This is an optimization exercise on Yosys and OpenROAD, whose aim is small area, a short achievable clock period and few clock cycles, not a production implementation. At most, simulation tests tie the RTL to the original design; equivalence was not proved. Power and IR drop assume default switching activity.

==> module infix_calc, before the edit <==
module infix_calc
(
    input  wire       CLK,
    input  wire       RST,
    output reg        BUSY,
    input  wire [7:0] INPUT_SIGN,
    input  wire       SIGN_STB,
    input  wire [7:0] INPUT_NUMBER,
    input  wire       NUMBER_STB,
    output wire [7:0] OUT,
    output reg        OUT_STB
);
wire in_mul = ~INPUT_SIGN[0];
wire in_div = INPUT_SIGN[2] & INPUT_SIGN[1];
wire in_sub = ~INPUT_SIGN[1];
wire take_num = NUMBER_STB & ~SIGN_STB & ~BUSY;
wire take_op  = SIGN_STB & ~NUMBER_STB & ~BUSY;
wire take_end = SIGN_STB & NUMBER_STB & ~BUSY;
reg       r_num;     
reg       r_lo;      
reg       r_end;     
reg [7:0] r_val;     
reg       m_mul;     
reg       m_div;     
reg       n_sub;     
always @(posedge CLK) begin
    if (RST) begin
        r_num <= 1'b0;
        r_lo  <= 1'b0;
        r_end <= 1'b0;
        m_mul <= 1'b0;
        m_div <= 1'b0;
        BUSY  <= 1'b0;
    end else begin
        r_num <= take_num;
        r_lo  <= take_op & ~in_mul & ~in_div;
        r_end <= take_end;
        if (take_op | take_end) begin
            m_mul <= in_mul & take_op;
            m_div <= in_div & take_op;
        end
        BUSY  <= r_num & m_mul & take_op & (in_mul | in_div);
    end
    r_val <= INPUT_NUMBER;
    if (take_op & ~in_mul & ~in_div)
        n_sub <= in_sub;
end
reg  [7:0]    term;
reg           a_num;      
reg           a_mul;
reg           a_div;
reg  [7:0]    a_val;      
reg  [K1-1:0] a_rem;      
reg           b_div;      
reg           b_mul;      
reg  [K2-1:0] b_rem;      
localparam K1 = 4;
localparam K2 = 6;
wire [7:0] x1 = r_val ^ {8{m_div}};    
wire [0:0] dv0 = m_div & term[7];
wire [1:0] ds0 = {1'b0, dv0} + {1'b0, x1[0:0]} + {1'd0, m_div};
wire qd0 = ds0[1] & (x1[7:1] == {7{m_div}});    
wire dq0 = m_div ? qd0 : term[7];
wire [0:0] dr0 = dq0 ? ds0[0:0] : dv0;
wire [1:0] dv1 = {dr0, m_div & term[6]};
wire [2:0] ds1 = {1'b0, dv1} + {1'b0, x1[1:0]} + {2'd0, m_div};
wire qd1 = ds1[2] & (x1[7:2] == {6{m_div}});    
wire dq1 = m_div ? qd1 : term[6];
wire [1:0] dr1 = dq1 ? ds1[1:0] : dv1;
wire [2:0] dv2 = {dr1, m_div & term[5]};
wire [3:0] ds2 = {1'b0, dv2} + {1'b0, x1[2:0]} + {3'd0, m_div};
wire qd2 = ds2[3] & (x1[7:3] == {5{m_div}});    
wire dq2 = m_div ? qd2 : term[5];
wire [2:0] dr2 = dq2 ? ds2[2:0] : dv2;
wire [3:0] dv3 = {dr2, m_div & term[4]};
wire [4:0] ds3 = {1'b0, dv3} + {1'b0, x1[3:0]} + {4'd0, m_div};
wire qd3 = ds3[4] & (x1[7:4] == {4{m_div}});    
wire dq3 = m_div ? qd3 : term[4];
wire [3:0] dr3 = dq3 ? ds3[3:0] : dv3;
wire [4:0] dv4 = {a_rem, a_div & term[3]};
wire [5:0] ds4 = {1'b0, dv4} + {1'b0, a_val[4:0]} + {5'd0, a_div};
wire qd4 = ds4[5] & (a_val[7:5] == {3{a_div}});    
wire dq4 = a_div ? qd4 : term[3];
wire [4:0] dr4 = dq4 ? ds4[4:0] : dv4;
wire [5:0] dv5 = {dr4, a_div & term[2]};
wire [6:0] ds5 = {1'b0, dv5} + {1'b0, a_val[5:0]} + {6'd0, a_div};
wire qd5 = ds5[6] & (a_val[7:6] == {2{a_div}});    
wire dq5 = a_div ? qd5 : term[2];
wire [5:0] dr5 = dq5 ? ds5[5:0] : dv5;
wire [6:0] dv6 = {b_rem, a_div & term[1]};
wire [7:0] ds6 = {1'b0, dv6} + {1'b0, a_val[6:0]} + {7'd0, a_div};
wire qd6 = ds6[7] & (a_val[7:7] == {1{a_div}});    
wire dq6 = a_div ? qd6 : term[1];
wire [6:0] dr6 = dq6 ? ds6[6:0] : dv6;
wire [7:0] dv7 = {dr6, a_div & term[0]};
wire [8:0] ds7 = {1'b0, dv7} + {1'b0, a_val[7:0]} + {8'd0, a_div};
wire qd7 = ds7[8];    
wire dq7 = a_div ? qd7 : term[0];
wire [7:0] dr7 = dq7 ? ds7[7:0] : dv7;
wire [K1-1:0]    q1 = {qd0, qd1, qd2, qd3};
wire [K2-K1-1:0] q2 = {qd4, qd5};
wire [7-K2:0]    q3 = {qd6, qd7};
wire [7:0]       r3 = dr7;    
always @(posedge CLK) begin
    if (RST) begin
        a_num <= 1'b0;
        b_div <= 1'b0;
        b_mul <= 1'b0;
    end else begin
        a_num <= r_num;
        b_div <= a_num & a_div;
        b_mul <= a_num & a_mul;
    end
    if (r_num) begin
        a_mul <= m_mul;
        a_div <= m_div;
        a_val <= x1;
    end
    a_rem <= dr3;
    b_rem <= dr5;
    if (a_num & ~a_div & ~a_mul)
        term <= a_val;
    else if (b_mul)
        term <= r3;
    else begin
        if (r_num & m_div)
            term[7:8-K1] <= q1;
        if (a_num & a_div)
            term[7-K1:8-K2] <= q2;
        if (b_div)
            term[7-K2:0] <= q3;
    end
end
reg [7:0] sum;
reg       first;     
reg       sop_sub;   
reg       p_sub;     
reg       lo1, lo2, end1, end2;
wire [7:0] base  = first ? 8'd0 : sum;
wire [7:0] total = base + (term ^ {8{sop_sub}}) + {7'd0, sop_sub};
always @(posedge CLK) begin
    if (RST) begin
        lo1     <= 1'b0;
        lo2     <= 1'b0;
        end1    <= 1'b0;
        end2    <= 1'b0;
        first   <= 1'b1;
        sop_sub <= 1'b0;
        OUT_STB <= 1'b0;
    end else begin
        lo1     <= r_lo;
        lo2     <= lo1;
        end1    <= r_end;
        end2    <= end1;
        OUT_STB <= end2;
        if (lo2) begin
            first   <= 1'b0;
            sop_sub <= p_sub;
        end else if (end2) begin
            first   <= 1'b1;
            sop_sub <= 1'b0;
        end
    end
    if (lo1)
        p_sub <= n_sub;
    if (lo2 | end2)
        sum <= total;
end
assign OUT = sum;
endmodule
export LEC_CHECK = 0
export CAP_MARGIN = 20
export CORE_MARGIN = 2
export CORE_UTILIZATION = 40
export SLEW_MARGIN = 20
create_clock -name core_clock -period 13.0 [get_ports {CLK}]
standard.sh (not shown) runs the stock make flow with config.mk's settings and CLKGATE_MAP_FILE= SYNTH_SCRIPT=/design/flow/synth_recipe.tcl, a recipe that flattens the netlist after the stock synthesis.
==> flow/flow/run.sh <==
#!/bin/bash
# Standard ORFS layout at the design's clock and constraints, with a larger setup
# target for the timing repair and plain buffers on the ports (see params.sh).
set -euo pipefail
source flow/params.sh
bash standard.sh SETUP_SLACK_MARGIN=$SETUP_MARGIN "BUFFER_PORTS_ARGS=-buffer_cell $PORT_BUF" $EXTRA finish > make.log 2>&1
==> flow/flow/params.sh <==
SETUP_MARGIN=9.3
EXTRA="ABC_AREA=1"
PORT_BUF=sky130_fd_sc_hd__buf_2
Testbench counts at the start, summed over its fixed seeds: cycles 14,680.
Change:
--- a/flow/design.v
+++ b/flow/design.v
@@ -38,28 +38,27 @@
         if (take_op | take_end) begin
             m_mul <= in_mul & take_op;
             m_div <= in_div & take_op;
         end
         BUSY  <= r_num & m_mul & take_op & (in_mul | in_div);
     end
-    r_val <= INPUT_NUMBER;
+    r_val <= INPUT_NUMBER ^ {8{m_div}};
     if (take_op & ~in_mul & ~in_div)
         n_sub <= in_sub;
 end
 reg  [7:0]    term;
 reg           a_num;      
 reg           a_mul;
 reg           a_div;
 reg  [7:0]    a_val;      
 reg  [K1-1:0] a_rem;      
-reg           b_div;      
-reg           b_mul;      
+reg           b_num;      
 reg  [K2-1:0] b_rem;      
 localparam K1 = 4;
 localparam K2 = 6;
-wire [7:0] x1 = r_val ^ {8{m_div}};    
+wire [7:0] x1 = r_val;    
 wire [0:0] dv0 = m_div & term[7];
 wire [1:0] ds0 = {1'b0, dv0} + {1'b0, x1[0:0]} + {1'd0, m_div};
 wire qd0 = ds0[1] & (x1[7:1] == {7{m_div}});    
 wire dq0 = m_div ? qd0 : term[7];
 wire [0:0] dr0 = dq0 ? ds0[0:0] : dv0;
 wire [1:0] dv1 = {dr0, m_div & term[6]};
@@ -101,36 +100,34 @@
 wire [K2-K1-1:0] q2 = {qd4, qd5};
 wire [7-K2:0]    q3 = {qd6, qd7};
 wire [7:0]       r3 = dr7;    
 always @(posedge CLK) begin
     if (RST) begin
         a_num <= 1'b0;
-        b_div <= 1'b0;
-        b_mul <= 1'b0;
+        b_num <= 1'b0;
     end else begin
         a_num <= r_num;
-        b_div <= a_num & a_div;
-        b_mul <= a_num & a_mul;
+        b_num <= a_num;
     end
     if (r_num) begin
         a_mul <= m_mul;
         a_div <= m_div;
-        a_val <= x1;
+        a_val <= r_val;
     end
     a_rem <= dr3;
     b_rem <= dr5;
     if (a_num & ~a_div & ~a_mul)
         term <= a_val;
-    else if (b_mul)
+    else if (b_num & a_mul)
         term <= r3;
     else begin
         if (r_num & m_div)
             term[7:8-K1] <= q1;
         if (a_num & a_div)
             term[7-K1:8-K2] <= q2;
-        if (b_div)
+        if (b_num & a_div)
             term[7-K2:0] <= q3;
     end
 end
 reg [7:0] sum;
 reg       first;     
 reg       sop_sub;   
After rerunning:
- final cell count grows slightly
- cell area grows by a few percent
- synthesized cell count grows slightly
- via count grows by a few percent
- setup slack is worse by 410 ps
- wire length grows by a few percent
- global-route usage grows by 0.25 points
- count of clock-buffer cells in the layout grows by 1
- critical path depth grows by 6
- sequential power barely changes
- power grows by a quarter to a third
- synthesized area grows slightly
- hold slack is worse by 4.1 ps
- core utilization grows by 2.2 points
Function not checked in the second run of this note: the RTL went through the layout flow alone.

[port drivers added, routing unchanged]
Ports are ideal in the flow. The routed layouts listed here were re-timed in OpenROAD.
Step 1 sets driving cells, clkbuf_16 on the clock port and buf_2 on the other inputs (assumed; they add their load-dependent delay and slew).
Step 2 times the ports against the registers' clock, not the clock port: input delays grow and output delays shrink by t, the midpoint of the rising clock arrivals with the driver on.
a / b / c = no drivers / after step 1 / after step 2; a / b = the first two.
run	t, ns	slack for setup (ns)	latest minus earliest clock arrival (ns)
the first run	0.370	9.319 / 9.319 / 9.319	0.012 / 0.012
the second run	0.363	8.913 / 8.913 / 8.913	0.009 / 0.009
After both steps every run listed still meets setup and hold.
